Source: an optimization exercise on an open RTL-to-GDS flow (aim: small area and a short achievable clock period). Production flows keep margins and buffers that such runs may drop. The RTL was checked by simulation tests, not by an equivalence proof against the original design. Power and IR drop assume default switching activity.

`flow/design.v`:
```
module sensor_trace # (parameter DW=512)
(
    input clk, resetn,
    input[31:0] cycles_per_frame,
    input[31:0] frame_header,
    input[7:0]  tracer_value,
    input[7:0]  tracer_enable,
    input[2:0]  tracer_index,
    output[31:0] rd_tracer_cell,
    input[31:0] wr_tracer_cell,
    input       wr_tracer_cell_wstrobe,
    input      [DW-1:0] lvds_in,
    output     [DW-1:0] lvds_out,
    output sof
);
localparam NB = DW/8;
reg [31:0] cell0, cell1, cell2, cell3, cell4, cell5, cell6, cell7;
wire [7:0] idx_hot = 8'd1 << tracer_index;
wire [7:0] we = {8{wr_tracer_cell_wstrobe}} & idx_hot;
always @(posedge clk) begin
    if (we[0]) cell0 <= wr_tracer_cell;
    if (we[1]) cell1 <= wr_tracer_cell;
    if (we[2]) cell2 <= wr_tracer_cell;
    if (we[3]) cell3 <= wr_tracer_cell;
    if (we[4]) cell4 <= wr_tracer_cell;
    if (we[5]) cell5 <= wr_tracer_cell;
    if (we[6]) cell6 <= wr_tracer_cell;
    if (we[7]) cell7 <= wr_tracer_cell;
end
sensor_trace_rdmux u_rdmux (
    .hot(idx_hot),
    .c0(cell0), .c1(cell1), .c2(cell2), .c3(cell3),
    .c4(cell4), .c5(cell5), .c6(cell6), .c7(cell7),
    .rd(rd_tracer_cell)
);
wire [31:0] cells [0:7];
assign cells[0] = cell0; assign cells[1] = cell1;
assign cells[2] = cell2; assign cells[3] = cell3;
assign cells[4] = cell4; assign cells[5] = cell5;
assign cells[6] = cell6; assign cells[7] = cell7;
reg [31:0] fc;
wire fc_lo = (fc[31:2] == 30'd0);
reg [7:0] hb;
always @* begin
    case (fc[1:0])
        2'd0: hb = frame_header[7:0];
        2'd1: hb = frame_header[15:8];
        2'd2: hb = frame_header[23:16];
        default: hb = frame_header[31:24];
    endcase
end
genvar b;
wire [7:0] lane_all1, lane_all0;
sensor_trace_lanes u_lanes (.w(lvds_in), .all1(lane_all1), .all0(lane_all0));
wire hmatch = &((hb & lane_all1) | (~hb & lane_all0));
wire [31:0] fc_inc = fc + 32'd1;
wire fc_end;
sensor_trace_eq32 u_end (.a(fc_inc), .b(cycles_per_frame), .eq(fc_end));
wire fc_clear = ~resetn | (fc_lo ? ~hmatch : fc_end);
wire [31:0] fc_next = fc_clear ? 32'd0 : fc_inc;
always @(posedge clk)
    fc <= fc_next;
assign sof = (fc == 32'd4);
wire fci_hi0 = (fc_inc[31:26] == 6'd0);
wire mw_inc, mw_zero;
sensor_trace_match u_match_wr (.fc(fc_inc[25:0]), .fc_hi0(fci_hi0), .c(wr_tracer_cell[31:6]), .m(mw_inc));
assign mw_zero = (wr_tracer_cell[31:6] == 26'd0);
reg [7:0] mq;
genvar i, h;
for (i = 0; i < 8; i = i + 1) begin : g_mq
    wire m_inc, m_zero;
    sensor_trace_match u_match (.fc(fc_inc[25:0]), .fc_hi0(fci_hi0), .c(cells[i][31:6]), .m(m_inc));
    assign m_zero = (cells[i][31:6] == 26'd0);
    always @(posedge clk)
        mq[i] <= we[i] ? (fc_clear ? mw_zero : mw_inc) : (fc_clear ? m_zero : m_inc);
end
wire [63:0] nhi, nlo;
for (i = 0; i < 8; i = i + 1) begin : g_tr
    for (h = 0; h < 8; h = h + 1) begin : g_hl
        wire grp = mq[i] & (cells[i][5:3] == h);
        sensor_trace_gate u_gate (.en(tracer_enable[i]), .grp(grp), .nhi(nhi[8*h + i]));
        assign nlo[8*h + i] = ~(cells[i][2:0] == h);
    end
end
wire [7:0] ntv = ~tracer_value;
for (b = 0; b < NB; b = b + 1) begin : g_byte
    sensor_trace_byte u_byte (
        .nhi(nhi[8*(b/8) +: 8]), .nlo(nlo[8*(b%8) +: 8]),
        .ntv(ntv), .din(lvds_in[8*b +: 8]), .dout(lvds_out[8*b +: 8])
    );
end
endmodule
module sensor_trace_match
(
    input [25:0] fc,
    input        fc_hi0,
    input [25:0] c,
    output       m
);
assign m = fc_hi0 & (fc == c);
endmodule
module sensor_trace_byte
(
    input [7:0] nhi,
    input [7:0] nlo,
    input [7:0] ntv,
    input [7:0] din,
    output [7:0] dout
);
wire ns;
sensor_trace_bsel u_sel (.nhi(nhi), .nlo(nlo), .ns(ns));
sensor_trace_bmux u_mux (.ns(ns), .ntv(ntv), .din(din), .dout(dout));
endmodule
module sensor_trace_bsel
(
    input [7:0] nhi,
    input [7:0] nlo,
    output ns
);
assign ns = ~|(~nhi & ~nlo);
endmodule
module sensor_trace_bmux
(
    input ns,
    input [7:0] ntv,
    input [7:0] din,
    output [7:0] dout
);
assign dout = ns ? din : ~ntv;
endmodule
module sensor_trace_lanes
(
    input  [511:0] w,
    output [7:0]   all1,
    output [7:0]   all0
);
genvar k, b;
for (k = 0; k < 8; k = k + 1) begin : g_lane
    wire [63:0] lane;
    for (b = 0; b < 64; b = b + 1) begin : g_bit
        assign lane[b] = w[8*b + k];
    end
    assign all1[k] = &lane;
    assign all0[k] = ~|lane;
end
endmodule
module sensor_trace_rdmux
(
    input  [7:0]  hot,
    input  [31:0] c0, c1, c2, c3, c4, c5, c6, c7,
    output [31:0] rd
);
assign rd = ({32{hot[0]}} & c0) | ({32{hot[1]}} & c1)
          | ({32{hot[2]}} & c2) | ({32{hot[3]}} & c3)
          | ({32{hot[4]}} & c4) | ({32{hot[5]}} & c5)
          | ({32{hot[6]}} & c6) | ({32{hot[7]}} & c7);
endmodule
module sensor_trace_gate
(
    input  en,
    input  grp,
    output nhi
);
assign nhi = ~(en & grp);
endmodule
module sensor_trace_eq32
(
    input  [31:0] a,
    input  [31:0] b,
    output        eq
);
assign eq = (a == b);
endmodule
```
`flow/flow/run.sh`:
```
#!/bin/bash
# ORFS layout through the standard.sh, with these changes:
# - synthesis: the standard script, with ABC's mapping script swapped
#   per module (flow/abc_override.tcl);
# - port buffers made from the smallest buffer cell (buffer_ports otherwise
#   picks a delay cell);
# - IO pins allowed on every routing track, and the data bus pins ordered
#   byte by byte (flow/pins.tcl).
set -euo pipefail
here=$PWD
export MY_ABC_AREA="$here/flow/abc_area.script"
export MY_ABC_MAP="$here/flow/abc_map.script"
export BUFFER_PORTS_ARGS="-buffer_cell sky130_fd_sc_hd__buf_1"
export PLACE_PINS_ARGS="-min_distance 1 -min_distance_in_tracks"
export PRE_IO_PLACEMENT_TCL="$here/flow/pins.tcl"
cat flow/abc_override.tcl synth_recipe.tcl > my_synth.tcl
sed "s#SYNTH_SCRIPT=[^ ]*#SYNTH_SCRIPT=$here/my_synth.tcl#" standard.sh > my_standard.sh
grep -q "SYNTH_SCRIPT=$here/my_synth.tcl" my_standard.sh
bash my_standard.sh > standard_flow.log 2>&1
```
`flow/flow/abc_area.script`:
```
strash
dch
amap
topo
stime -c
```
`flow/flow/abc_map.script`:
```
&get -n
&st
&dch
&nf
&put
topo
stime -c
```
`flow/flow/abc_override.tcl`:
```
# Prepended to the standard synthesis script: the technology mapping of
# the combinational logic uses an area-oriented ABC script (MY_ABC_AREA) for
# the top module and the per-byte stamping modules, a plain delay-oriented
# mapping without gate sizing (MY_ABC_MAP) for the header lane trees, the
# read mux and the enable gates, and ORFS's own speed script for the
# equality comparators. Flip-flop mapping and everything else is unchanged.
proc abc {args} {
  set i [lsearch $args -script]
  if {$i < 0} { yosys abc {*}$args; return }
  foreach {sel script} [list \
      sensor_trace_match {} \
      sensor_trace_eq32 {} \
      sensor_trace_lanes $::env(MY_ABC_MAP) \
      sensor_trace_rdmux $::env(MY_ABC_MAP) \
      sensor_trace_gate $::env(MY_ABC_MAP) \
      sensor_trace_bsel $::env(MY_ABC_AREA) \
      sensor_trace_bmux $::env(MY_ABC_AREA) \
      sensor_trace_byte $::env(MY_ABC_AREA) \
      sensor_trace $::env(MY_ABC_AREA)] {
    set a $args
    if {$script ne {}} { lset a [expr {$i + 1}] $script }
    yosys abc {*}$a $sel
  }
}
```
`flow/flow/pins.tcl`:
```
# Byte-sliced IO pin order: 16 bytes of the data bus per die edge, each bit's
# input pin next to its output pin, so every byte's stamping mux can sit
# right behind its own pins.
set sides {bottom right top left}
for {set s 0} {$s < 4} {incr s} {
  set names {}
  for {set b [expr {16 * $s}]} {$b < 16 * ($s + 1)} {incr b} {
    for {set k 0} {$k < 8} {incr k} {
      set j [expr {8 * $b + $k}]
      lappend names "lvds_in\[$j\]" "lvds_out\[$j\]"
    }
  }
  set_io_pin_constraint -region [lindex $sides $s]:* -pin_names $names -group -order
}
```
`flow/standard.sh`:
```
#!/bin/bash
# synth_recipe.tcl (not shown) runs the flow's synth.tcl, then flattens the netlist and writes it again
# the make line also repeats each setting of config.mk as NAME=value (left out here)
make -C /OpenROAD-flow-scripts/flow DESIGN_CONFIG=/design/flow/config.mk WORK_HOME=/design/flow/orfs CLKGATE_MAP_FILE= SYNTH_SCRIPT=/design/flow/synth_recipe.tcl "${@:-finish}"
```
`flow/config.mk`:
```
export PLATFORM = sky130hd
export DESIGN_NAME = sensor_trace
export DESIGN_NICKNAME = sensor_trace
export VERILOG_FILES = /design/flow/design.v
export SDC_FILE = /design/flow/constraint.sdc
export NUM_CORES = 4
export LEC_CHECK = 0
export CAP_MARGIN = 30
export CORE_MARGIN = 2
export CORE_UTILIZATION = 30
export CTS_BUF_LIST = sky130_fd_sc_hd__clkbuf_8
export PLACE_DENSITY = 0.45
export SETUP_SLACK_MARGIN = 4
export SLEW_MARGIN = 20
export SYNTH_HIERARCHICAL = 1
export SYNTH_MINIMUM_KEEP_SIZE = 0
```
`flow/constraint.sdc`:
```
create_clock -name core_clock -period 10.0 [get_ports {clk}]
set_input_delay 2.0000 -clock core_clock [delete_from_list [all_inputs] [get_ports {clk}]]
set_output_delay 2.0000 -clock core_clock [all_outputs]
set_load 0.01 [all_outputs]
```
==> impl_results.md, run 1 <==
* Status: complete, no violations
* Max Buffers Root-to-Sink at 3
* Endpoints failing hold at 0
* Clock latency (worst-skew pair) at 700 ps
* Distinct cells, synth at 29
* Sequential cell area at ~0.0085 mm²
* Slew headroom at 0.218
* Post-Syn Area at 0.0244 mm²
* Worst Hold Class: reg -> reg
* Die H at 289 µm
* Routability Congestion at 1.21
* DRT antenna net count at 0
* RSZ-0062 raised after global routing: yes
* Delay of the slowest critical-path stage at 530 ps
* Die width at 289 µm
* FP Rows at 104
* #FFs+latches synth at 296
* H-tree levels at 2
* Wire per inst at between 30 and 40 µm
* Die footprint at 0.0836 mm²
* Via count at 35995
* # fillers at between 8000 and 9000
* Post-DP HPWL at between 150 and 200 mm
* Worst VDD drop at 0.108 mV
* Placed cells at 5498
* CP cell instances: buf_1 > nand2_1 > o22ai_1 > nor4_2 > buf_4 > nand2_1 > o21ai_0 > buf_1
* Gr ovfl total at 0
* Share of layout cells above drive strength 1 at 0.0746
* Area of the multi-input gates at 0.0163 mm²
* Hold Crit Depth at 1
* Post-DP Area at around 0.032 mm²
* PwrDens at 104 mW/mm²
* Total GRT Usage at 0.440
* Final-stage net count at slightly above 5000
* Post-synth top area share at 0.315
* Vias per cell at 6.40
* Remaining DRCs at 0
* Pre-antenna DRT Iters at 8
* Clock transition at the registers of the reported paths at 60 ps
* WP buf/inv at 3
* Fin area at 0.0330 mm²
* Initial Utilization at 0.303
* Syn Area/Cell at 7.76 µm²
* Antenna violations before repair at 21
* Core ar. at between 0.08 and 0.09 mm²
* Critical Path AT at ~4200 ps
* Top fanout value on the critical path at 16
* I/O Pins at between 1000 and 1500
* Sequential fraction of the synthesis area at 0.348
* Layout Cells excl Fill at 5620
* Fin Setup TNS at 0 ps
* CTS sink count at 296
* Port Buffers at 1174
* Critical path type: in -> out
* Commonest non-fill, non-tap cell in the layout: buf_1
* TritonCTS clock tree: yes
* Post-Syn Nets at 3779
* Period minus WS final at 6170 ps
* Worst R2R Path Depth at 27
* Hold buffer count at CTS at 0
* Synth area leaders: edfxtp_1, o21ai_0, nand2_1, xnor2_1, nor4_1
* Max-Cap Viols at 0
* Slew @ Worst Pin at between 1000 and 1500 ps
* Period utilisation layout at 0.617
* Total CTS buffers at 54
* Worst setup EP type: primary output
* Clk_skew at 39.3 ps
* Pin count of the biggest net entering global routing at 65
* Critical path depth at 8
* Wire length of the first global-routing pass at 256 mm
* DRC marker count from the first detailed-route iteration at 5657
* Slowest cell on the critical path: nor4_2
* Pleak at 10.2 nW
* Leading cell types in the layout, fill and taps excluded: buf_1, nand2_1, o21ai_0, o22ai_1, nand4_1
* Final setup vio count at 0
* Clk root buf: clkbuf_8
* Drt total wl at 195 mm
* Fin. max-slew vios at 0
* Crit-path leading delay family: simple AND/OR/NAND/NOR gates
* Syn. warnings at 7
* WP data required at 8000 ps
* P&R area growth vs syn at 35.4%
* Area leader, netlist: edfxtp_1
* Vias in the first global route at 32201
* Gate Count Post-Synth at 3145
* Startpoint types: input pin
* F_max at between 150 and 200 MHz
* Core Util, Final at 0.410
layer usage:
layer	global-route usage	share of wire	vias up	routed length, µm
li1	-	-	15167	-
met1	0.554	0.38	16772	73900
met2	0.629	0.40	3259	78700
met3	0.191	0.15	777	29600
met4	0.234	0.066	20	12900
met5	0.0244	0.0020	-	391
state kept, by name, summed over array words and instances, names as in the netlist:
name and count:
cell0 32, cell1 32, cell2 32, cell3 32
cell4 32, cell5 32, cell6 32, cell7 32
fc 32, mq 8
cells in the mapped netlist (all sizes together):
cell and number:
clkinv 103, and2 3, nand4 263, nor2 108, nand2 648, ha 4, and4 8, a22oi 134
or3 14, or4 19, a21oi 13, nor4 312, nor3 24, o32a 5, nor2b 32, and3 2
o21ai 524, xnor2 234, nand2b 8, dfxtp 40, o31ai 1, edfxtp 256, a22o 8, xor2 34
or2 1, o32ai 8, nand3 70, o22ai 269
kinds of logic after synthesis:
family,count (synthesis),share of synthesized area
DFF,296,0.348
xor gates and xnor gates,268,0.0962
AOI/OAI and AO/OA,962,0.228
buffers and inverters,103,0.0158
and+or+nand+nor,1512,0.309
adders and majority gates,4,0.00205
path summary, 6_finish.rpt:
kind	from	end	slack, ps
setup / recovery	tracer_enable[1]	lvds_out[112]	3830
hold / removal	fc[0]	fc[0]	510
setup reg to reg	fc[0]	mq[0]	4450
hold reg to reg	fc[0]	fc[0]	510
per-module statistics from Yosys (local to each module, per instance), a selection:
| module | area, µm² | cells inside | flops+latches |
|---|---|---|---|
| sensor_trace | 11400 | 882 | 296 |
| sensor_trace_gate | 3.75 | 1 | 0 |
| sensor_trace_bmux | 70.1 | 16 | 0 |
| sensor_trace_match | 290 | 35 | 0 |
| sensor_trace_lanes | 2130 | 337 | 0 |
| sensor_trace_eq32 | 347 | 43 | 0 |
| sensor_trace_rdmux | 1160 | 160 | 0 |
cell type report:
cell class,instances,share of cell area
multi-input cells,2746,0.492
flip-flops and latches,296,0.257
repair buffers,1301,0.165
well taps,1060,0.0401
clock buffers,57,0.0237
inverters,103,0.0122
clock inverters,42,0.00901
diodes,15,0.00114
timing repair:
item,4_1_cts,5_1_grt
endpoints found under the hold margin,0,0
setup endpoints to repair,89,136
pin swaps,0,3
buffers inserted,0,5
gates resized for setup,23,24
where the power goes:
group | internal (mW) | switching [mW] | leakage (nW) | total, mW
Combinational | 0.218 | 0.547 | 6.97 | 0.765
Sequential | 1.38 | 0.0608 | 2.65 | 1.44
Clock | 0.633 | 0.581 | 0.611 | 1.21
Total | 2.23 | 1.19 | 10.2 | 3.42
stage by stage:
step / hold WS (ps) / power [mW] / setup slack (ps)
2_1_floorplan: 437 / 1.72 / 4230
3_3_place_gp: 468 / 2.20 / 3170
3_5_place_dp: 464 / 2.19 / 3300
4_1_cts: 512 / 3.39 / 3970
5_1_grt: 553 / 3.51 / 3880
6_report: 514 / 3.42 / 3830
==> run 2: changes to the inputs <==
--- a/flow/flow/run.sh
+++ b/flow/flow/run.sh
@@ -5,5 +5,6 @@
 # - port buffers made from the smallest buffer cell (buffer_ports otherwise
 #   picks a delay cell);
-# - IO pins allowed on every routing track, and the data bus pins ordered
+# - IO pins at least 0.68 um apart (every met3 track, every second met2
+#   track), and the data bus pins ordered
 #   byte by byte (flow/pins.tcl).
 set -euo pipefail
@@ -12,5 +13,5 @@
 export MY_ABC_MAP="$here/flow/abc_map.script"
 export BUFFER_PORTS_ARGS="-buffer_cell sky130_fd_sc_hd__buf_1"
-export PLACE_PINS_ARGS="-min_distance 1 -min_distance_in_tracks"
+export PLACE_PINS_ARGS="-min_distance 0.68"
 export PRE_IO_PLACEMENT_TCL="$here/flow/pins.tcl"
 cat flow/abc_override.tcl synth_recipe.tcl > my_synth.tcl
--- a/flow/config.mk
+++ b/flow/config.mk
@@ -8,7 +8,7 @@
 export CAP_MARGIN = 30
 export CORE_MARGIN = 2
-export CORE_UTILIZATION = 30
+export CORE_UTILIZATION = 40
 export CTS_BUF_LIST = sky130_fd_sc_hd__clkbuf_8
-export PLACE_DENSITY = 0.45
+export PLACE_DENSITY = 0.55
 export SETUP_SLACK_MARGIN = 4
 export SLEW_MARGIN = 20
==> impl_results.md, run 2 <==
* Clk_skew at 25.9 ps
* #FFs+latches synth at roughly 300
* RR Endpoint: mq[0]
* Fin area at 0.0327 mm²
* Worst setup EP type: primary output
* Gr ovfl total at 0
* Syn. warnings at 7
* Final setup vio count at 0
* Initial Utilization at 0.404
* RSZ-0062 raised after global routing: yes
* Total GRT Usage at 0.517
* Fin. max-slew vios at 0
* Post-DP HPWL at 135 mm
* Main combinational cell family by area after synthesis: simple AND/OR/NAND/NOR gates
* Flop-to-flop setup slack at 4310 ps
* Top sig layer: met5
* Clk root buf: clkbuf_8
* Synth cell count leaders: nand2_1, o21ai_0, nor4_1
* Metal3 WL at ~34 mm
* Core ar. at 0.0604 mm²
* Slew headroom at 0.220
* Via count at 36447
* Critical Path AT at 4100 ps
* Status: complete, no violations
* Pin count of the biggest net entering global routing at 65
* CTS sink count at approximately 300
* Clock transition at the registers of the reported paths at about 70 ps
* TritonCTS clock tree: yes
* Critical path type: in -> out
* Met2 WL at 64.9 mm
* Gate Count Post-Synth at 3145
* Leading cell types in the layout, fill and taps excluded: buf_1, nand2_1, o21ai_0, o22ai_1, nand4_1
* Distinct cells, synth at 29
* Period utilisation layout at 0.610
* DRT antenna net count at 0
* Post-synth EDFFs at around 260
* Top FF cell, synth: edfxtp_1
* Compound-gate portion of the synthesized area at 0.228
* Pleak at 10.2 nW
* Post-DP Area at 0.0312 mm²
* Post-synth top area share at 0.315
* Max Buffers Root-to-Sink at 3
* Post-Syn Nets at around 3800
* Fin Setup TNS at 0 ps
* Worst VDD drop at 0.0982 mV
* Syn Area/Cell at 7.76 µm²
* P&R area growth vs syn at 33.9%
* Pre-antenna DRT Iters at 9
* CP endpoint: lvds_out[457]
* Max-Cap Viols at 0
* Met1 wire length at 62.0 mm
* Sequential fraction of the synthesis area at 0.348
* Top fanout value on the critical path at 16
* Share of layout cells above drive strength 1 at 0.0737
* Remaining DRCs at 0
* Async S/R FF share, synth at 0
* Wire per inst at between 30 and 40 µm
* Multiplexer share of the synthesized area at 0
* Port Buffers at 1174
* Crit path launch: tracer_enable[0]
* Area leader, netlist: edfxtp_1
* Vias per cell at between 6 and 7
* Total CTS buffers at 52
* Vias in the first global route at 31225
* Commonest non-fill, non-tap cell in the layout: buf_1
* DRC marker count from the first detailed-route iteration at 7014
* Antenna violations before repair at 23
* Synth area leaders: edfxtp_1, o21ai_0, nand2_1, xnor2_1, nor4_1
* Xor/xnor cell area share of the yosys netlist at 0.0962
* Endpoints failing hold at 0
* I/O Pins at 1175
* Startpoint types: input pin
* Total power at 3.41 mW
* WP data required at 8000 ps
* Clock latency (worst-skew pair) at 670 ps
* Die footprint at 0.0630 mm²
* Wire length of the first global-routing pass at 232 mm
* Routability Congestion at 1.14
* PwrDens at 104 mW/mm²
* H-tree levels at 2
* F_max at ~160 MHz
* Die H at 251 µm
* Worst Hold Class: reg -> reg
* Final-stage net count at 5136
* Worst r2r src: fc[0]
* Period minus WS final at a little over 6000 ps
* Worst R2R Path Depth at 22
* Drt total wl at 173 mm
* Slew @ Worst Pin at 1160 ps
* Simple-gate share of the synthesized area at 0.309
* Hold path start: fc[0]
* Die width at roughly 250 µm
* Post-Syn Area at 0.0244 mm²
* Most common cell in the synthesized netlist: nand2_1
* FP Rows at 90
* Synth Area in Adders at 0.00205
-- run 2: cell counts after synthesis --
No cell type changed its count.
-- run 2: layout make-up --
| cell class | instances | area, µm² |
|---|---|---|
| antenna | 21 | 52.6 |
| clock buffer | 54 | 743 |
| clock inverter | 41 | 352 |
| fill | 6039 | 27700 |
| inverter | 103 | 402 |
| multi-input combinational | 2746 | 16200 |
| sequential | 296 | 8490 |
| tap | 782 | 978 |
| timing repair buffer | 1303 | 5400 |
-- run 2: logic make-up after synthesis --
logic type      after synthesis
buf+inv                     103
compound gates              962
xor+xnor                    268
simple gates               1512
flops                       296
fa+ha+maj                     4
-- run 2: power breakdown --
group / leakage (nW) / total [mW] / internal [mW] / switching (mW)
Clock: 0.573 / 1.22 / 0.662 / 0.560
Combinational: 6.96 / 0.758 / 0.216 / 0.542
Sequential: 2.65 / 1.43 / 1.38 / 0.0519
-- run 2: worst min path at each step --
stage                  to  slack (ps)  cells after the start
floorplan           fc[0]         440                      1
detailed placement  fc[0]         470                      1
global route        fc[0]         530                      1
CTS                 fc[0]         490                      1
global placement    fc[0]         450                      1
finish              fc[0]         510                      1
-- run 2: what timing repair did --
item                                    4_1_cts  5_1_grt
pin swaps                                     0        4
resized for setup                            26       24
setup buffers                                 0        4
endpoints found under the setup margin       68      178
hold buffers                                  0        0
-- run 2: per-stage QoR --
stage	worst slack (ps)	std cells	util	hold WS, ps
finish	3900	5346	0.541	511
global route	3880	5334	0.541	535
CTS	4030	5316	0.537	492
detailed placement	3420	5221	0.517	467
global placement	3480	5197	0.514	452
floorplan	4230	3145	-	437
-- run 2: routing by layer --
metal,global-route usage,up-vias
met5,0,-
met3,0.290,695
met1,0.659,16761
met2,0.686,3782
met4,0.273,8
li1,-,15201
-- run 2: per-module statistics from Yosys (local to each module, per instance), excerpt --
| module | cells | flip-flops and latches |
|---|---|---|
| sensor_trace_eq32 | 43 | 0 |
| sensor_trace_bmux | 16 | 0 |
| sensor_trace_bsel | 5 | 0 |
| sensor_trace_match | 35 | 0 |
| sensor_trace_gate | 1 | 0 |
| sensor_trace_rdmux | 160 | 0 |
| sensor_trace_lanes | 337 | 0 |
| sensor_trace | 882 | 296 |
-- run 2: worst max-delay path: stages --
cell	delay, ps
buf_1	420
nand2_1	510
o22ai_1	420
nor4_2	90
buf_4	210
o21ai_0	190
buf_1	250
==> run 3: changes to the inputs <==
--- a/flow/config.mk
+++ b/flow/config.mk
@@ -8,8 +8,10 @@
 export CAP_MARGIN = 30
 export CORE_MARGIN = 2
-export CORE_UTILIZATION = 40
+export CORE_UTILIZATION = 30
 export CTS_BUF_LIST = sky130_fd_sc_hd__clkbuf_8
-export PLACE_DENSITY = 0.55
-export SETUP_SLACK_MARGIN = 4
+export CTS_CLUSTER_DIAMETER = 60
+export CTS_CLUSTER_SIZE = 12
+export PLACE_DENSITY = 0.45
+export SETUP_SLACK_MARGIN = 4.25
 export SLEW_MARGIN = 20
 export SYNTH_HIERARCHICAL = 1
==> impl_results.md, run 3 <==
* Leading cell types in the layout, fill and taps excluded: buf_1, nand2_1, o21ai_0, o22ai_1, nand4_1
* Min-Delay Endpoint: fc[0]
* Hold Crit Depth at 1
* Wire per inst at ~34 µm
* Port Buffers at 1174
* Crit-path leading delay family: simple AND/OR/NAND/NOR gates
* Slew headroom at 0.190
* Post-synth top area share at 0.315
* Clock transition at the registers of the reported paths at 80 ps
* Slew @ Worst Pin at 1200 ps
* Pin count of the biggest net entering global routing at 65
* Pre-antenna DRT Iters at 6
* Status: complete, no violations
* CP cell instances: buf_1 > nand2_1 > o22ai_1 > nor4_4 > buf_4 > nand2_1 > o21ai_0 > buf_1
* Async S/R FF share, synth at 0
* Worst VDD drop at 0.0767 mV
* Synth cell count leaders: nand2_1, o21ai_0, nor4_1
* Final setup vio count at 0
* Top fanout value on the critical path at 16
* Flop-to-flop setup slack at 4600 ps
* Startpoint types: input pin
* Endpoints failing hold at 0
* CTS sink count at about 300
* Worst r2r src: fc[2]
* Total power at 3.15 mW
* WP data required at 8000 ps
* #FFs+latches synth at a little under 300
* Clk root buf: clkbuf_8
* Initial Utilization at 0.303
* TritonCTS clock tree: yes
* I/O Pins at 1175
* Worst R2R Path Depth at 17
* Die H at a little under 300 µm
* Clk_skew at roughly 76 ps
* Most common cell in the synthesized netlist: nand2_1
* Fin Setup TNS at 0 ps
* Worst Hold Class: reg -> reg
* RSZ-0062 raised after global routing: yes
* Area of the multi-input gates at 0.0165 mm²
* H-tree levels at 2
* Post-DP HPWL at 150 mm
* Wire length of the first global-routing pass at 250 mm
* Via count at 35106
* Metal3 WL at 29.6 mm
* Clock latency (worst-skew pair) at 660 ps
* P&R area growth vs syn at 36.7%
* Period minus WS final at a little under 6000 ps
* RR Endpoint: mq[2]
* Sequential fraction of the synthesis area at 0.348
* Met2 WL at 76.6 mm
* Sequential cell area at between 0.008 and 0.009 mm²
* Post-synth EDFFs at 256
* Pleak at 10.4 nW
* Hold path start: fc[0]
* Post-Syn Area at 0.0244 mm²
* # fillers at just under 9000
* Critical path type: in -> out
* Gr ovfl total at 0
* Max-Cap Viols at 0
* Vias per cell at ~6.3
* Die footprint at 0.0836 mm²
* Syn Area/Cell at between 7 and 8 µm²
* Critical Path AT at 3890 ps
* DRT antenna net count at 0
* Synth area leaders: edfxtp_1, o21ai_0, nand2_1, xnor2_1, nor4_1
* Post-Syn Nets at about 3800
* Area leader, netlist: edfxtp_1
* Commonest non-fill, non-tap cell in the layout: buf_1
* Routability Congestion at 1.07
* Share of layout cells above drive strength 1 at 0.0813
* Worst setup EP type: primary output
* Total GRT Usage at 0.429
* Fin. max-slew vios at 0
* Top sig layer: met5
* Vias in the first global route at 31278
* Drt total wl at 191 mm
* Period utilisation layout at 0.589
* Final-stage net count at 5135
* Die width at roughly 290 µm
* Distinct cells, synth at 29
* Antenna violations before repair at 16
* Max Buffers Root-to-Sink at 3
* DRC marker count from the first detailed-route iteration at 4851
* Total CTS buffers at 36
* FP Rows at 104
* PwrDens at 94.4 mW/mm²
* Hold buffer count at CTS at 0
* Gate Count Post-Synth at 3145
* F_max at about 170 MHz
* Remaining DRCs at 0
* Slowest cell on the critical path: nor4_4
* Top FF cell, synth: edfxtp_1
* WP buf/inv at 3
* Met1 wire length at 75.0 mm
* Delay of the slowest critical-path stage at 410 ps
* Syn. warnings at 7
* Core ar. at 0.0805 mm²
==> run 3: cell counts after synthesis <==
Identical to the previous run, type by type.
==> run 3: cells by family (layout without fill, tap and decap cells) <==
logic type / after synthesis / in the layout / synth area share
buf+inv: 103 / 1485 / 0.0158
other cells: 0 / 12 / 0
compound gates: 962 / 962 / 0.228
xor+xnor: 268 / 268 / 0.0962
flops: 296 / 296 / 0.348
fa+ha+maj: 4 / 4 / 0.00205
simple gates: 1512 / 1512 / 0.309
==> run 3: cell type report <==
| cell class | count | area share |
|---|---|---|
| Clock inverter | 26 | 0.00634 |
| Clock buffer | 38 | 0.0157 |
| Multi-Input combinational cell | 2746 | 0.495 |
| Inverter | 103 | 0.0124 |
| Sequential cell | 296 | 0.255 |
| Tap cell | 1060 | 0.0398 |
| Timing Repair Buffer | 1318 | 0.175 |
| Antenna cell | 12 | 0.000900 |
==> run 3: timing repair <==
action                     4_1_cts  5_1_grt
cloned                           0        3
pin swaps                       20        8
gates resized for setup         49       56
setup buffers                   16       11
setup endpoints to repair      238      491
==> run 3: routing by layer <==
layer	GRT usage	vias to the layer above
li1	-	15171
met1	0.571	16686
met2	0.608	2809
met3	0.172	434
met4	0.181	6
met5	0.0153	-
==> run 3: worst max-delay path by stage <==
stage	start	endpoint	slack (ps)	cells after the start
2_1_floorplan	fc[0]	mq[0]	4400	25
3_3_place_gp	fc[0]	mq[7]	3360	24
3_5_place_dp	fc[0]	mq[2]	3300	24
4_1_cts	tracer_enable[0]	lvds_out[458]	4180	8
5_1_grt	tracer_enable[0]	lvds_out[147]	4080	7
6_report	tracer_enable[0]	lvds_out[12]	4110	8
==> run 3: where the power goes <==
group          switching [mW]  internal [mW]  total (mW)
Clock                   0.519          0.419       0.938
Combinational           0.552          0.221       0.773
Sequential             0.0584           1.38        1.44
==> run 3: per-module statistics from Yosys, one instance, submodules excluded, a selection <==
module,area (µm²),cells inside,flip-flops and latches
sensor_trace_gate,3.75,1,0
sensor_trace_match,290,35,0
sensor_trace_bmux,70.1,16,0
sensor_trace_lanes,2130,337,0
sensor_trace_rdmux,1160,160,0
sensor_trace_eq32,347,43,0
sensor_trace_bsel,31.3,5,0
sensor_trace,11400,882,296
==> run 3: through the flow <==
step           utilization  instances  setup WS (ps)  hold WS (ps)  cell area, µm²
6_report             0.414       5599           4110           498           33300
4_1_cts              0.409       5565           4180           516           32900
2_1_floorplan            -       3145           4400           437           24800
5_1_grt              0.414       5593           4080           516           33300
3_5_place_dp         0.393       5485           3300           462           31700
3_3_place_gp         0.391       5465           3360           464           31500
==> run 3: worst register-to-register path: cells and delay by family (launching register included) <==
family | cells | cell delay (ps)
xor+xnor | 1 | 420
flops | 1 | 390
buf+inv | 3 | 1050
compound gates | 2 | 390
simple gates | 11 | 3060
==> run 4: changes to the inputs <==
--- a/flow/config.mk
+++ b/flow/config.mk
@@ -10,6 +10,4 @@
 export CORE_UTILIZATION = 30
 export CTS_BUF_LIST = sky130_fd_sc_hd__clkbuf_8
-export CTS_CLUSTER_DIAMETER = 60
-export CTS_CLUSTER_SIZE = 12
 export PLACE_DENSITY = 0.45
 export SETUP_SLACK_MARGIN = 4.25
==> impl_results.md, run 4 <==
* Status: complete, no violations
* Multiplexer share of the synthesized area at 0
* Min-Delay Endpoint: fc[0]
* Initial Utilization at 0.303
* Worst R2R Path Depth at 17
* Commonest non-fill, non-tap cell in the layout: buf_1
* Via count at between 30000 and 40000
* Drt total wl at 192 mm
* Clock transition at the registers of the reported paths at ~60 ps
* Distinct cells, synth at 29
* # fillers at approximately 8700
* Final WS setup at between 4000 and 5000 ps
* Fin. max-slew vios at 0
* Max Buffers Root-to-Sink at 3
* Critical path type: in -> out
* Flop-to-flop setup slack at 4600 ps
* Post-DP HPWL at 150 mm
* Main combinational cell family by area after synthesis: simple AND/OR/NAND/NOR gates
* Post-DP Area at 0.0317 mm²
* Worst Hold Class: reg -> reg
* Period utilisation layout at 0.577
* Pin count of the biggest net entering global routing at 65
* TritonCTS clock tree: yes
* Period minus WS final at 5770 ps
* Endpoints failing hold at 0
* Die footprint at 0.0836 mm²
* Async S/R FF share, synth at 0
* Post-synth EDFFs at 256
* Vias in the first global route at 31365
* Fin Setup TNS at 0 ps
* Wire per inst at 34.1 µm
* Most common cell in the synthesized netlist: nand2_1
* Vias per cell at 6.27
* Clk root buf: clkbuf_8
* Startpoint types: input pin
* Max-Cap Viols at 0
* Die H at 289 µm
* Core Util, Final at 0.419
* Global routing's busiest layer: met2
* Worst setup EP type: primary output
* PwrDens at 100 mW/mm²
* Routability Congestion at 1.07
* Xor/xnor cell area share of the yosys netlist at 0.0962
* Final hold slack at 496 ps
* Fin area at 0.0338 mm²
* Leading cell types in the layout, fill and taps excluded: buf_1, nand2_1, o21ai_0, o22ai_1, nand4_1
* Clock latency (worst-skew pair) at 690 ps
* Core ar. at 0.0805 mm²
* Pre-antenna DRT Iters at 8
* Post-Syn Area at approximately 0.024 mm²
* Syn Area/Cell at 7.76 µm²
* Worst VDD drop at 0.0843 mV
* F_max at ~170 MHz
* Clk_skew at between 60 and 70 ps
* Final-stage net count at 5152
* Slew headroom at 0.174
* Critical Path AT at between 3000 and 4000 ps
* RSZ-0062 raised after global routing: yes
* Wire length of the first global-routing pass at roughly 250 mm
* Synth Area in Adders at 0.00205
* Die width at around 290 µm
* Gr ovfl total at 0
* Met1 global-route usage at 0.571
* Area leader, netlist: edfxtp_1
* Simple-gate share of the synthesized area at 0.309
* Final setup vio count at 0
* Worst r2r src: fc[2]
* Gate Count Post-Synth at 3145
* GR Layer Usage met2 at 0.604
* Total GRT Usage at 0.429
* FP Rows at 104
* Antenna violations before repair at 18
* WP data required at 8000 ps
* DRC marker count from the first detailed-route iteration at 4855
* Synth cell count leaders: nand2_1, o21ai_0, nor4_1
* CTS sink count at around 300
* Slew @ Worst Pin at 1230 ps
* Port Buffers at 1174
* Total CTS buffers at 53
* Top FF cell, synth: edfxtp_1
* Pleak at ~11 nW
* DRT antenna net count at 0
* M3 GR Usage at 0.177
* Post-Syn Nets at about 3800
* P&R area growth vs syn at 38.5%
* Top fanout value on the critical path at 33
* Remaining DRCs at 0
* Compound-gate portion of the synthesized area at 0.228
* Hold path start: fc[0]
* Hold Crit Depth at 1
* #FFs+latches synth at a little under 300
* Pre-CTS setup slack at between 3000 and 4000 ps
* I/O Pins at approximately 1200
* Share of layout cells above drive strength 1 at 0.0899
* RR Endpoint: mq[3]
* Syn. warnings at 7
* Sequential fraction of the synthesis area at 0.348
* Post-synth top area share at 0.315
* H-tree levels at 2
* Synth area leaders: edfxtp_1, o21ai_0, nand2_1, xnor2_1, nor4_1
## run 4: cell types whose count changed in the layout (fill, tap and decap cells not counted), moves of 4 or more
cell	change
nand2_2	+12
clkbuf_8	+20
inv_1	+6
clkbuf_2	+5
buf_1	-4
nand2_1	-22
buf_4	-4
nand2_4	+10
clkinv_1	+11
## run 4: metrics by stage
step,cells,power (mW)
after global placement,5465,2.19
after global routing,5626,3.48
after floorplan,3145,1.72
after detailed placement,5485,2.19
final,5634,3.39
after CTS,5599,3.35
## run 4: layer usage
| metal | vias up | part of all wire |
|---|---|---|
| met4 | 10 | 0.051 |
| met2 | 2929 | 0.40 |
| met1 | 16733 | 0.39 |
| met5 | - | 0.00035 |
| li1 | 15234 | - |
| met3 | 437 | 0.16 |
## run 4: how the worst max path moves through the flow
stage | start | to | slack, ps
after floorplan | fc[0] | mq[0] | 4400
final | tracer_index[0] | rd_tracer_cell[31] | 4230
after CTS | tracer_enable[0] | lvds_out[458] | 4180
after global routing | tracer_enable[0] | lvds_out[20] | 4220
after global placement | fc[0] | mq[7] | 3360
after detailed placement | fc[0] | mq[2] | 3300
## run 4: report_power, final
group	internal, mW	switching [mW]
Sequential	1.38	0.0585
Clock	0.614	0.564
Combinational	0.222	0.554
Total	2.22	1.18
## run 4: area by class of cell
type / instances / area, µm² / area share
Multi-Input combinational cell: 2746 / 16600 / 0.492
Sequential cell: 296 / 8490 / 0.251
Timing Repair Buffer: 1318 / 5850 / 0.173
Tap cell: 1060 / 1330 / 0.0393
Clock buffer: 58 / 798 / 0.0236
Inverter: 103 / 414 / 0.0123
Clock inverter: 40 / 260 / 0.00770
Antenna cell: 13 / 32.5 / 0.000963
## run 4: critical path: stages
cell	delay, ps
buf_2	230
clkinv_2	200
nor3_4	250
buf_12	260
a22oi_1	110
nand4_1	440
buf_1	210
## run 4: cell families after synthesis
group,after synthesis
simple gates,1512
buf+inv,103
flops,296
xor+xnor,268
fa+ha+maj,4
compound gates,962
## run 4: repair_timing
| action | CTS | global route |
|---|---|---|
| hold buffers | 0 | 0 |
| gates cloned | 0 | 3 |
| setup endpoints to repair | 238 | 485 |
| gates resized for setup | 48 | 96 |
| buffers inserted | 16 | 12 |
| pin swaps | 20 | 11 |
## run 4: Yosys stat by module (local to each module, per instance), excerpt
module | cells | copies in the design | area (µm²)
sensor_trace | 882 | 1 | 11400
sensor_trace_bmux | 16 | 64 | 70.1
sensor_trace_bsel | 5 | 64 | 31.3
sensor_trace_eq32 | 43 | 1 | 347
sensor_trace_gate | 1 | 64 | 3.75
sensor_trace_lanes | 337 | 1 | 2130
sensor_trace_match | 35 | 9 | 290
sensor_trace_rdmux | 160 | 1 | 1160
==> run 5: changes to the inputs <==
--- a/flow/flow/run.sh
+++ b/flow/flow/run.sh
@@ -5,4 +5,6 @@
 # - port buffers made from the smallest buffer cell (buffer_ports otherwise
 #   picks a delay cell);
+# - power recovery (gate downsizing off the critical paths) after global
+#   routing;
 # - IO pins at least 0.68 um apart (every met3 track, every second met2
 #   track), and the data bus pins ordered
@@ -14,4 +16,5 @@
 export BUFFER_PORTS_ARGS="-buffer_cell sky130_fd_sc_hd__buf_1"
 export PLACE_PINS_ARGS="-min_distance 0.68"
+export RECOVER_POWER=50
 export PRE_IO_PLACEMENT_TCL="$here/flow/pins.tcl"
 cat flow/abc_override.tcl synth_recipe.tcl > my_synth.tcl
==> impl_results.md, run 5 <==
* Status: failed layout checks
* Blocking Checks: capacitance limit, slew limit
* Post-DP HPWL at 150 mm
* Pleak at 10.5 nW
* Share of layout cells above drive strength 1 at 0.0818
* Total power at 3.38 mW
* Synth cell count leaders: nand2_1, o21ai_0, nor4_1
* Routability Congestion at about 1.1
* Pin count of the biggest net entering global routing at 65
* Drt total wl at 192 mm
* Fin. max-slew vios at 509
* Syn. warnings at 7
* Startpoint types: input pin
* Slew @ Worst Pin at 3120 ps
* Remaining DRCs at 0
* Initial Utilization at 0.303
* Clock transition at the registers of the reported paths at 60 ps
* Max Buffers Root-to-Sink at 3
* Worst R2R Path Depth at 21
* Post-Syn Nets at 3779
* Worst setup EP type: primary output
* Top fanout value on the critical path at 33
* Die footprint at 0.0836 mm²
* Leading cell types in the layout, fill and taps excluded: buf_1, nand2_1, o21ai_0, o22ai_1, nand4_1
* # fillers at 8750
* Top FF cell, synth: edfxtp_1
* Sequential fraction of the synthesis area at 0.348
* #FFs+latches synth at about 300
* Core ar. at about 0.081 mm²
* WP data required at 8000 ps
* Vias per cell at 6.26
* F_max at ~130 MHz
* H-tree levels at 2
* FP Rows at approximately 100
* Post-synth EDFFs at 256
* Worst Hold Class: reg -> reg
* Area of the multi-input gates at about 0.017 mm²
* Worst VDD drop at 0.0842 mV
* Sequential cell area at 0.00849 mm²
* PwrDens at slightly above 100 mW/mm²
* Pre-antenna DRT Iters at 6
* Total GRT Usage at 0.429
* Synth area leaders: edfxtp_1, o21ai_0, nand2_1, xnor2_1, nor4_1
* Area leader, netlist: edfxtp_1
* Clk_skew at approximately 62 ps
* TritonCTS clock tree: yes
* P&R area growth vs syn at 37.3%
* Clk root buf: clkbuf_8
* Fin Setup TNS at 0 ps
* Hold path start: fc[0]
* Worst r2r src: fc[0]
* Critical path type: in -> out
* Endpoints failing hold at 0
* Slowest cell on the critical path: clkbuf_1
* Final setup vio count at 0
* Flop-to-flop setup slack at 2940 ps
* I/O Pins at around 1200
* DRT antenna net count at 0
* Total CTS buffers at 53
* DRC marker count from the first detailed-route iteration at 4985
* Clock latency (worst-skew pair) at 690 ps
* Gate Count Post-Synth at roughly 3100
* Hold Crit Depth at 1
* Post-DP Area at 0.0317 mm²
* RSZ-0062 raised after global routing: yes
* Post-synth top area share at 0.315
* Post-Syn Area at 0.0244 mm²
* Most common cell in the synthesized netlist: nand2_1
* Antenna violations before repair at 18
* Min-Delay Endpoint: fc[0]
* CTS sink count at a little under 300
* Wire per inst at between 30 and 40 µm
* Wire length of the first global-routing pass at between 200 and 300 mm
* Distinct cells, synth at 29
* Syn Area/Cell at 7.76 µm²
* Period utilisation layout at 0.789
* Slew headroom at -1.08
* Cell mode on critical path: clkbuf_1
* Die H at between 200 and 300 µm
* RR Endpoint: mq[5]
* Max-Cap Viols at 17
* Port Buffers at 1174
* Fin area at 0.0335 mm²
* Critical Path AT at 5890 ps
* Gr ovfl total at 0
* Via count at 35261
* Delay of the slowest critical-path stage at 1830 ps
* Period minus WS final at 7890 ps
* CP cell instances: clkbuf_1 > clkinvlp_2 > nor3_1 > clkbuf_1 > a22oi_1 > nand4_1 > buf_1
* Final-stage net count at 5152
* Async S/R FF share, synth at 0
* Commonest non-fill, non-tap cell in the layout: buf_1
* Vias in the first global route at about 31000
* Die width at 289 µm
run 5: kinds of logic (layout without fill, tap and decap cells):
family	count (synthesis)	in the layout	synth area share
buffers and inverters	103	1519	0.0158
AOI/OAI and AO/OA	962	962	0.228
DFF	296	296	0.348
and+or+nand+nor	1512	1512	0.309
xor gates and xnor gates	268	268	0.0962
other	0	14	0
adders and majority gates	4	4	0.00205
run 5: worst max path at each step:
stage,start,to,slack (ps),cells after the start
final,tracer_index[2],rd_tracer_cell[28],2110,7
after CTS,tracer_enable[0],lvds_out[458],4180,8
after detailed placement,fc[0],mq[2],3300,24
after global placement,fc[0],mq[7],3360,24
after floorplan,fc[0],mq[0],4400,25
after global routing,fc[0],mq[1],2200,24
run 5: cell type report:
type | instances | area share
multi-input combinational | 2746 | 0.494
sequential | 296 | 0.253
timing repair buffer | 1318 | 0.168
tap | 1060 | 0.0396
clock buffer | 58 | 0.0238
inverter | 103 | 0.0123
clock inverter | 40 | 0.00777
antenna | 14 | 0.00105
run 5: critical path, delay by kind of cell:
family,cells,cell delay (ps)
simple gates,2,760
compound gates,1,380
buf+inv,4,2680
run 5: where the power goes:
part | internal (mW) | switching, mW | total (mW)
Sequential | 1.38 | 0.0587 | 1.44
Clock | 0.614 | 0.562 | 1.18
Combinational | 0.216 | 0.552 | 0.767
run 5: timing repair:
action | CTS | global route
setup buffers | 16 | 12
endpoints found under the setup margin | 238 | 485
hold buffers | 0 | 0
pin swaps | 20 | 11
gates cloned | 0 | 3
hold endpoints to repair | 0 | 0
gates resized for setup | 48 | 96
run 5: metal layers:
layer	GRT usage	vias up	wire length, µm
met5	0.0125	-	38
met4	0.185	6	10500
met3	0.177	472	31000
met2	0.604	2948	76200
met1	0.571	16610	73900
li1	-	15225	-
run 5: Yosys stat by module, one instance, submodules excluded, excerpt:
| module | cells | cell area (µm²) | times used | flip-flops and latches |
|---|---|---|---|---|
| sensor_trace | 882 | 11400 | 1 | 296 |
| sensor_trace_lanes | 337 | 2130 | 1 | 0 |
| sensor_trace_rdmux | 160 | 1160 | 1 | 0 |
| sensor_trace_eq32 | 43 | 347 | 1 | 0 |
| sensor_trace_match | 35 | 290 | 9 | 0 |
| sensor_trace_bmux | 16 | 70.1 | 64 | 0 |
| sensor_trace_bsel | 5 | 31.3 | 64 | 0 |
| sensor_trace_gate | 1 | 3.75 | 64 | 0 |
run 5: per-stage QoR:
step	std cells	setup slack [ps]	hold WS, ps	utilization
floorplan	3145	4400	437	-
global placement	5465	3360	464	0.391
detailed placement	5485	3300	462	0.393
CTS	5599	4180	510	0.413
global route	5626	2200	511	0.416
finish	5635	2110	496	0.416
==> run 6: changes to the inputs <==
--- a/flow/flow/run.sh
+++ b/flow/flow/run.sh
@@ -5,6 +5,4 @@
 # - port buffers made from the smallest buffer cell (buffer_ports otherwise
 #   picks a delay cell);
-# - power recovery (gate downsizing off the critical paths) after global
-#   routing;
 # - IO pins at least 0.68 um apart (every met3 track, every second met2
 #   track), and the data bus pins ordered
@@ -16,5 +14,4 @@
 export BUFFER_PORTS_ARGS="-buffer_cell sky130_fd_sc_hd__buf_1"
 export PLACE_PINS_ARGS="-min_distance 0.68"
-export RECOVER_POWER=50
 export PRE_IO_PLACEMENT_TCL="$here/flow/pins.tcl"
 cat flow/abc_override.tcl synth_recipe.tcl > my_synth.tcl
--- a/flow/config.mk
+++ b/flow/config.mk
@@ -11,6 +11,7 @@
 export CTS_BUF_LIST = sky130_fd_sc_hd__clkbuf_8
 export PLACE_DENSITY = 0.45
-export SETUP_SLACK_MARGIN = 4.25
+export SETUP_SLACK_MARGIN = 4.5
 export SLEW_MARGIN = 20
 export SYNTH_HIERARCHICAL = 1
 export SYNTH_MINIMUM_KEEP_SIZE = 0
+export TNS_END_PERCENT = 5
==> impl_results.md, run 6 <==
* Gr ovfl total at 0
* Delay of the slowest critical-path stage at roughly 530 ps
* Share of layout cells above drive strength 1 at 0.121
* WP buf/inv at 5
* Post-DP HPWL at about 150 mm
* CTS sink count at 296
* Slew headroom at 0.120
* Leading cell types in the layout, fill and taps excluded: buf_1, nand2_1, o21ai_0, nand4_1, edfxtp_1
* Pre-antenna DRT Iters at 8
* Most common cell in the synthesized netlist: nand2_1
* Port Buffers at 1174
* Synth cell count leaders: nand2_1, o21ai_0, nor4_1
* Worst Hold Class: reg -> reg
* Period utilisation layout at 0.561
* Die footprint at 0.0836 mm²
* Vias per cell at 6.34
* Initial Utilization at 0.303
* Drt total wl at around 200 mm
* Critical Path AT at ~3600 ps
* PwrDens at 99.5 mW/mm²
* Total power at 3.50 mW
* Synth area leaders: edfxtp_1, o21ai_0, nand2_1, xnor2_1, nor4_1
* Async S/R FF share, synth at 0
* Pin count of the biggest net entering global routing at 65
* Max-Cap Viols at 0
* Period minus WS final at 5610 ps
* Final setup vio count at 0
* Vias in the first global route at around 32000
* Antenna violations before repair at 26
* Crit-path leading delay family: buffers and inverters
* Flop-to-flop setup slack at 4920 ps
* RSZ-0062 raised after global routing: yes
* DRC marker count from the first detailed-route iteration at 5243
* Top FF cell, synth: edfxtp_1
* I/O Pins at 1175
* Clock transition at the registers of the reported paths at 60 ps
* Slowest cell on the critical path: nand4_1
* Pleak at 11.5 nW
* Area leader, netlist: edfxtp_1
* Final-stage net count at 5196
* P&R area growth vs syn at 44.4%
* Post-Syn Area at between 0.02 and 0.025 mm²
* H-tree levels at 2
* Post-synth top area share at 0.315
* Commonest non-fill, non-tap cell in the layout: buf_1
* Via count at 35980
* Distinct cells, synth at 29
* DRT antenna net count at 0
* #FFs+latches synth at 296
* Top fanout value on the critical path at 8
* Cell mode on critical path: buf_12
* Sequential fraction of the synthesis area at 0.348
* Post-DP Area at roughly 0.032 mm²
* Clk_skew at 76.6 ps
* Gate Count Post-Synth at 3145
* Die width at ~290 µm
* Core ar. at approximately 0.081 mm²
* FP Rows at 104
* Syn. warnings at 7
* Wire length of the first global-routing pass at 257 mm
* Endpoints failing hold at 0
* Core Util, Final at 0.437
* WP data required at 8000 ps
* Worst VDD drop at 0.0945 mV
* Startpoint types: input pin
* Clock latency (worst-skew pair) at 680 ps
* Total GRT Usage at 0.442
* TritonCTS clock tree: yes
* Fin. max-slew vios at 0
* Clk root buf: clkbuf_8
* Syn Area/Cell at 7.76 µm²
* Slew @ Worst Pin at about 1300 ps
* Status: complete, no violations
* CP cell instances: buf_12 > clkinv_8 > nor3_4 > buf_12 > buf_16 > a22oi_2 > nand4_1 > buf_2
* Critical path type: in -> out
* Post-Syn Nets at 3779
* Routability Congestion at roughly 1.1
* Fin Setup TNS at 0 ps
* Max Buffers Root-to-Sink at 3
* Die H at just under 300 µm
* F_max at 178 MHz
* Final hold slack at 503 ps
* Total CTS buffers at 54
* Post-synth EDFFs at around 260
* Wire per inst at 34.9 µm
* Worst setup EP type: primary output
* Remaining DRCs at 0
* Fin area at ~0.035 mm²
==> run 6: cell counts after synthesis <==
Identical to the previous run, type by type.
==> run 6: logic make-up (layout without fill, tap and decap cells) <==
group | after synthesis | in the layout | synth area share
AO/OA/AOI/OAI | 962 | 962 | 0.228
XOR/XNOR | 268 | 268 | 0.0962
adder cells (fa/ha/maj) | 4 | 4 | 0.00205
other | 0 | 14 | 0
flip-flops | 296 | 296 | 0.348
buffers and inverters | 103 | 1559 | 0.0158
AND/OR/NAND/NOR | 1512 | 1514 | 0.309
==> run 6: power by group <==
group | total [mW] | internal, mW | switching [mW]
clock network | 1.25 | 0.692 | 0.560
logic | 0.810 | 0.240 | 0.570
registers | 1.44 | 1.38 | 0.0603
total | 3.50 | 2.31 | 1.19
==> run 6: worst paths after layout <==
kind | startpoint | endpoint | depth (start not counted)
max | tracer_index[2] | rd_tracer_cell[30] | 8
max reg2reg | fc[0] | mq[0] | 22
min reg2reg | fc[0] | fc[0] | 1
min | fc[0] | fc[0] | 1
==> run 6: stage by stage <==
stage,std cells,worst slack [ps]
after floorplan,3145,4230
after CTS,5631,4440
after detailed placement,5493,3060
after global routing,5666,4390
after global placement,5480,3160
final,5677,4390
==> run 6: final cells by class <==
type                            instances  area [µm²]
Timing Repair Buffer                 1359        6440
Tap cell                             1060        1330
Inverter                              103         434
Multi-Input combinational cell       2748       17400
Antenna cell                           14        35.0
Sequential cell                       296        8490
Clock inverter                         39         337
Fill cell                            8600       45300
Clock buffer                           58         798
==> run 6: modules after synthesis, one instance, submodules excluded, excerpt <==
module,cell area [µm²],times used,cells
sensor_trace_rdmux,1160,1,160
sensor_trace_bmux,70.1,64,16
sensor_trace_eq32,347,1,43
sensor_trace_lanes,2130,1,337
sensor_trace,11400,1,882
sensor_trace_bsel,31.3,64,5
==> run 6: routing by layer <==
| layer | GRT usage | vias to the layer above | wire (µm) |
|---|---|---|---|
| met1 | 0.573 | 17139 | 75500 |
| met4 | 0.217 | 32 | 11700 |
| met5 | 0.00114 | - | 212 |
| met3 | 0.203 | 517 | 32100 |
| met2 | 0.616 | 2990 | 78600 |
| li1 | - | 15302 | - |
==> run 6: repair_timing <==
item                       4_1_cts  5_1_grt
buffers inserted                25       14
setup endpoints to repair      584      541
hold buffers                     0        0
pin swaps                       38       17
gates cloned                    16        8
gates resized for setup        233      187
==> run 7: changes to the inputs <==
--- a/flow/config.mk
+++ b/flow/config.mk
@@ -11,5 +11,5 @@
 export CTS_BUF_LIST = sky130_fd_sc_hd__clkbuf_8
 export PLACE_DENSITY = 0.45
-export SETUP_SLACK_MARGIN = 4.5
+export SETUP_SLACK_MARGIN = 4.4
 export SLEW_MARGIN = 20
 export SYNTH_HIERARCHICAL = 1
==> impl_results.md, run 7 <==
* Syn Area/Cell at 7.76 µm²
* Share of layout cells above drive strength 1 at 0.101
* Die H at between 200 and 300 µm
* DRT antenna net count at 0
* M3 GR Usage at 0.168
* Clock latency (worst-skew pair) at roughly 670 ps
* FP Rows at 104
* RSZ-0062 raised after global routing: yes
* Final-stage net count at 5173
* F_max at 177 MHz
* Distinct cells, synth at 29
* CTS sink count at 296
* Total GRT Usage at 0.433
* Top FF cell, synth: edfxtp_1
* Worst R2R Path Depth at 17
* Die footprint at 0.0836 mm²
* Core ar. at just over 0.08 mm²
* Die width at 289 µm
* Area of the multi-input gates at 0.0170 mm²
* Async S/R FF share, synth at 0
* Core Util, Final at 0.427
* Area leader, netlist: edfxtp_1
* Worst Hold Class: reg -> reg
* Antenna violations before repair at 21
* WP data required at roughly 8000 ps
* Gr ovfl total at 0
* Pin count of the biggest net entering global routing at 65
* Placed cells at between 5000 and 6000
* PwrDens at around 95 mW/mm²
* #FFs+latches synth at 296
* CP endpoint: lvds_out[92]
* Period minus WS final at 5660 ps
* Crit path launch: tracer_enable[7]
* Vias in the first global route at ~31000
* Met1 global-route usage at 0.579
* DRC marker count from the first detailed-route iteration at 5542
* Pre-antenna DRT Iters at 8
* H-tree levels at 2
* Status: complete, no violations
* I/O Pins at 1175
* Initial Utilization at 0.303
* TritonCTS clock tree: yes
* Endpoints failing hold at 0
* Clk root buf: clkbuf_8
* Period utilisation layout at 0.566
* Critical Path AT at 3660 ps
* Remaining DRCs at 0
* Fin. max-slew vios at 0
* Wire length of the first global-routing pass at 252 mm
* Final setup vio count at 0
* Slew @ Worst Pin at between 1000 and 1500 ps
* Most common cell in the synthesized netlist: nand2_1
* Max Buffers Root-to-Sink at 3
* Vias per cell at 6.35
* Via count at 35919
* Startpoint types: input pin
* Clk_skew at 71.1 ps
* Sequential cell area at between 0.008 and 0.009 mm²
* Routability Congestion at approximately 1.0
* Port Buffers at 1174
* Worst setup EP type: primary output
* Max-Cap Viols at 0
* Pleak at roughly 11 nW
* Post-DP Area at 0.0316 mm²
* Layout Cells excl Fill at 5654
* Syn. warnings at 7
* Post-DP HPWL at approximately 150 mm
* GR Layer Usage met2 at 0.625
* Total CTS buffers at between 50 and 60
* Post-synth top area share at 0.315
* Global routing's busiest layer: met2
* RR Endpoint: mq[3]
* Flop-to-flop setup slack at 4760 ps
* Post-Syn Area at 0.0244 mm²
* Final WS setup at about 4300 ps
* Worst VDD drop at about 0.1 mV
* Pre-CTS setup slack at 3240 ps
* Leading cell types in the layout, fill and taps excluded: buf_1, nand2_1, o21ai_0, nand4_1
* Fin area at 0.0344 mm²
* Synth cell count leaders: nand2_1, o21ai_0, nor4_1
* Fin Setup TNS at 0 ps
* Commonest non-fill, non-tap cell in the layout: buf_1
* Sequential fraction of the synthesis area at 0.348
* # fillers at 8698
* Final hold slack at 485 ps
* Post-Syn Nets at around 3800
* Drt total wl at 194 mm
* Top fanout value on the critical path at 8
* Wire per inst at 34.4 µm
* Clock transition at the registers of the reported paths at 60 ps
* Critical path type: in -> out
* Worst r2r src: fc[2]
* Total power at around 3.3 mW
* Post-synth EDFFs at 256
* P&R area growth vs syn at 40.9%
* Synth area leaders: edfxtp_1, o21ai_0, nand2_1, xnor2_1, nor4_1
* Slew headroom at 0.174
* Gate Count Post-Synth at roughly 3100
run 7: how the worst min path moves through the flow:
stage / startpoint / endpoint / depth (start not counted)
2_1_floorplan: fc[0] / fc[0] / 1
3_3_place_gp: fc[0] / fc[0] / 1
3_5_place_dp: fc[0] / fc[0] / 1
4_1_cts: fc[0] / fc[0] / 1
5_1_grt: fc[0] / fc[0] / 1
6_report: fc[0] / fc[0] / 1
run 7: worst max-delay path: stages:
cell and delay (ps):
clkbuf_4 250, nand2_4 180, o22ai_1 300, nor4_4 80, buf_4 180, clkdlybuf4s15_2 270, o21ai_0 180, buf_1 210
run 7: per-module statistics from Yosys, one instance, submodules excluded, a selection:
module / copies in the design / flip-flops and latches / cell area, µm²
sensor_trace_eq32: 1 / 0 / 347
sensor_trace_bsel: 64 / 0 / 31.3
sensor_trace_rdmux: 1 / 0 / 1160
sensor_trace_lanes: 1 / 0 / 2130
sensor_trace_match: 9 / 0 / 290
sensor_trace: 1 / 296 / 11400
sensor_trace_gate: 64 / 0 / 3.75
run 7: layout make-up:
cell class              count  share of cell area
diodes                     15             0.00109
clock buffers              55              0.0220
clock inverters            38             0.00510
inverters                 103              0.0120
multi-input cells        2746               0.496
flip-flops and latches    296               0.247
well taps                1060              0.0386
repair buffers           1341               0.179
run 7: power by group:
group	switching (mW)	internal [mW]
combinational	0.563	0.231
sequential	0.0572	1.38
clock	0.540	0.508
run 7: repair_timing:
| action | in CTS | in global routing |
|---|---|---|
| pin swaps | 14 | 28 |
| hold buffers | 0 | 0 |
| gates cloned | 4 | 11 |
| setup buffers | 10 | 16 |
| resized for setup | 88 | 226 |
| endpoints found under the setup margin | 584 | 556 |
run 7: metal layers:
layer  routed length (µm)  vias to the layer above
met5                  106                        -
met4                 9690                       14
met3                30700                      467
met2                78600                     3134
met1                75300                    17023
li1                     -                    15281
run 7: kinds of logic after synthesis:
family,share of synthesized area
xor gates and xnor gates,0.0962
and+or+nand+nor,0.309
buffers and inverters,0.0158
AOI/OAI and AO/OA,0.228
adders and majority gates,0.00205
DFF,0.348
==> run 8: changes to the inputs <==
--- a/flow/config.mk
+++ b/flow/config.mk
@@ -11,5 +11,5 @@
 export CTS_BUF_LIST = sky130_fd_sc_hd__clkbuf_8
 export PLACE_DENSITY = 0.45
-export SETUP_SLACK_MARGIN = 4.4
+export SETUP_SLACK_MARGIN = 4.25
 export SLEW_MARGIN = 20
 export SYNTH_HIERARCHICAL = 1
==> impl_results.md, run 8 <==
* Top sig layer: met5
* Post-Syn Area at 0.0244 mm²
* Met2 WL at 77.6 mm
* Pin count of the biggest net entering global routing at between 60 and 70
* Syn Area/Cell at 7.76 µm²
* Die H at just under 300 µm
* Area leader, netlist: edfxtp_1
* Worst Hold Class: reg -> reg
* #FFs+latches synth at 296
* Top FF cell, synth: edfxtp_1
* Initial Utilization at 0.303
* Share of layout cells above drive strength 1 at 0.0867
* Hold path start: fc[0]
* Drt total wl at 191 mm
* DRT antenna net count at 0
* Vias per cell at approximately 6.3
* Worst r2r src: fc[2]
* Synth area leaders: edfxtp_1, o21ai_0, nand2_1, xnor2_1, nor4_1
* Total power at around 3.3 mW
* Async S/R FF share, synth at 0
* Period utilisation layout at 0.583
* Remaining DRCs at 0
* Status: complete, no violations
* Post-synth EDFFs at 256
* Synth cell count leaders: nand2_1, o21ai_0, nor4_1
* Hold buffer count at CTS at 0
* Routability Congestion at 1.04
* Antenna violations before repair at 19
* WP buf/inv at 3
* Clk_skew at 70.2 ps
* Pre-antenna DRT Iters at 8
* Startpoint types: input pin
* Met1 wire length at 74.6 mm
* Total GRT Usage at 0.430
* Final-stage net count at 5148
* FP Rows at 104
* Core ar. at 0.0805 mm²
* Commonest non-fill, non-tap cell in the layout: buf_1
* Critical Path AT at about 3800 ps
* DRC marker count from the first detailed-route iteration at between 5000 and 6000
* RSZ-0062 raised after global routing: yes
* Final hold slack at 498 ps
* Most common cell in the synthesized netlist: nand2_1
* Distinct cells, synth at 29
* Fin. max-slew vios at 0
* Die footprint at around 0.084 mm²
* Worst setup EP type: primary output
* Worst VDD drop at between 0.1 and 0.15 mV
* I/O Pins at 1175
* Port Buffers at 1174
* Metal3 WL at 29.7 mm
* Endpoints failing hold at 0
* Total CTS buffers at 51
* Clock latency (worst-skew pair) at between 600 and 700 ps
* Post-DP HPWL at roughly 150 mm
* RR Endpoint: mq[3]
* Fin Setup TNS at 0 ps
* Delay of the slowest critical-path stage at around 470 ps
* Slowest cell on the critical path: nor4_4
* PwrDens at 98.0 mW/mm²
* CP cell instances: clkbuf_2 > nand2_2 > o22ai_1 > nor4_4 > buf_6 > nand2_1 > o21ai_0 > buf_1
* Max Buffers Root-to-Sink at 3
* Pleak at a little over 10 nW
* Critical path type: in -> out
* Flop-to-flop setup slack at 4590 ps
* Hold Crit Depth at 1
* Period minus WS final at 5830 ps
* Syn. warnings at 7
* Clock transition at the registers of the reported paths at roughly 60 ps
* Vias in the first global route at 31049
* Min-Delay Endpoint: fc[0]
* Crit-path leading delay family: simple AND/OR/NAND/NOR gates
* Worst R2R Path Depth at 17
* Gr ovfl total at 0
* WP data required at about 8000 ps
* Die width at around 290 µm
* Leading cell types in the layout, fill and taps excluded: buf_1, nand2_1, o21ai_0, o22ai_1, nand4_1
* Clk root buf: clkbuf_8
* # fillers at 8794
* H-tree levels at 2
* F_max at 171 MHz
* Post-synth top area share at 0.315
* Via count at about 35000
* Wire per inst at between 30 and 40 µm
* Max-Cap Viols at 0
* P&R area growth vs syn at 36.2%
* Post-Syn Nets at 3779
* TritonCTS clock tree: yes
* Layout Cells excl Fill at between 5000 and 6000
* Final setup vio count at 0
* Wire length of the first global-routing pass at roughly 250 mm
* Sequential fraction of the synthesis area at 0.348
* Placed cells at about 5500
* Slew @ Worst Pin at 1180 ps
* CTS sink count at 296
* Top fanout value on the critical path at 16
* Gate Count Post-Synth at about 3100
* Slew headroom at 0.209
-- run 8: cell counts after synthesis --
Identical to the previous run, type by type.
-- run 8: timing repair --
| item | in CTS | in global routing |
|---|---|---|
| cloned | 2 | 0 |
| endpoints found under the setup margin | 569 | 563 |
| gates resized for setup | 44 | 80 |
| pin swaps | 8 | 6 |
| setup buffers | 2 | 11 |
-- run 8: how the worst max path moves through the flow --
| stage | end | slack [ps] | start | cells past startpoint |
|---|---|---|---|---|
| after floorplan | lvds_out[0] | 4230 | tracer_enable[0] | 4 |
| after global placement | mq[7] | 3350 | fc[0] | 24 |
| after detailed placement | mq[3] | 3240 | fc[0] | 24 |
| after CTS | lvds_out[16] | 4060 | tracer_enable[0] | 8 |
| after global routing | lvds_out[501] | 4120 | tracer_enable[0] | 8 |
| final | lvds_out[16] | 4170 | tracer_enable[0] | 8 |
-- run 8: power breakdown --
group	switching (mW)	leakage, nW	total (mW)	internal (mW)
clock	0.540	0.532	1.05	0.508
combinational	0.551	7.19	0.772	0.222
sequential	0.0572	2.65	1.44	1.38
-- run 8: layout make-up --
class / instances / area [µm²] / share of cell area
clock inverters: 38 / 175 / 0.00527
well taps: 1060 / 1330 / 0.0399
clock buffers: 55 / 757 / 0.0228
flip-flops and latches: 296 / 8490 / 0.255
inverters: 103 / 399 / 0.0120
diodes: 6 / 15.0 / 0.000452
multi-input cells: 2746 / 16400 / 0.494
repair buffers: 1316 / 5660 / 0.170
-- run 8: layer usage --
layer  track usage  up-vias
met4         0.166       18
met1         0.577    16763
met5             0        -
met3         0.168      436
li1              -    15211
met2         0.619     3002
-- run 8: through the flow --
step	setup slack (ps)	utilization	area, µm²
2_1_floorplan	4230	-	24400
3_3_place_gp	3350	0.390	31400
3_5_place_dp	3240	0.392	31600
4_1_cts	4060	0.407	32800
5_1_grt	4120	0.412	33200
6_report	4170	0.413	33200
-- run 8: modules after synthesis, one instance, submodules excluded, excerpt --
module	cells inside	times used
sensor_trace_bsel	5	64
sensor_trace_lanes	337	1
sensor_trace_match	35	9
sensor_trace_gate	1	64
sensor_trace_eq32	43	1
sensor_trace	882	1
sensor_trace_bmux	16	64
sensor_trace_rdmux	160	1
-- run 8: logic make-up after synthesis --
| group | Yosys count | share of synthesized area |
|---|---|---|
| AND/OR/NAND/NOR | 1512 | 0.309 |
| AO/OA/AOI/OAI | 962 | 0.228 |
| flip-flops | 296 | 0.348 |
| XOR/XNOR | 268 | 0.0962 |
| buffers and inverters | 103 | 0.0158 |
| adder cells (fa/ha/maj) | 4 | 0.00205 |

## separate check: timing with driven ports
How much do the figures lean on ideal ports? The routed layouts below were timed once more, with nothing changed but the port constraints. Step 1: set_driving_cell puts a clkbuf_16 on clk and a buf_2 on each other input, an assumption about the parent block. Step 2 adds t to the input delays and takes it off the output delays; t is the mean of the earliest and latest rising clock arrival at the registers after step 1. Input paths then give back, and output paths get back, about the clock's delay inside the block. a / b / c = no drivers / after step 1 / after step 2; a / b = the first two.
run | t (ns) | setup slack, ns | latest minus earliest clock arrival (ns) | worst register clock-pin slew, ns | worst data-port slew with drivers (ns)
run 1 | 0.746 | 3.831 / 3.735 / 3.735 | 0.042 / 0.041 | 0.07 / 0.07 | 0.21
run 2 | 0.716 | 3.899 / 3.791 / 3.791 | 0.027 / 0.027 | 0.07 / 0.07 | 0.22
run 3 | 0.683 | 4.109 / 4.010 / 3.952 | 0.082 / 0.082 | 0.09 / 0.09 | 0.19
run 4 | 0.720 | 4.227 / 4.175 / 3.971 | 0.064 / 0.065 | 0.07 / 0.07 | 0.20
run 5 | 0.724 | 2.112 / 2.081 / 2.081 | 0.064 / 0.064 | 0.07 / 0.07 | 0.21
run 6 | 0.720 | 4.388 / 4.290 / 3.811 | 0.098 / 0.098 | 0.07 / 0.07 | 0.20
run 7 | 0.702 | 4.344 / 4.168 / 4.000 | 0.072 / 0.072 | 0.07 / 0.07 | 0.19
run 8 | 0.701 | 4.169 / 4.043 / 4.011 | 0.071 / 0.071 | 0.07 / 0.07 | 0.18
For run 6, which loses most, drivers alone change the setup slack by -0.098 ns; drivers and shift together by -0.577 ns.
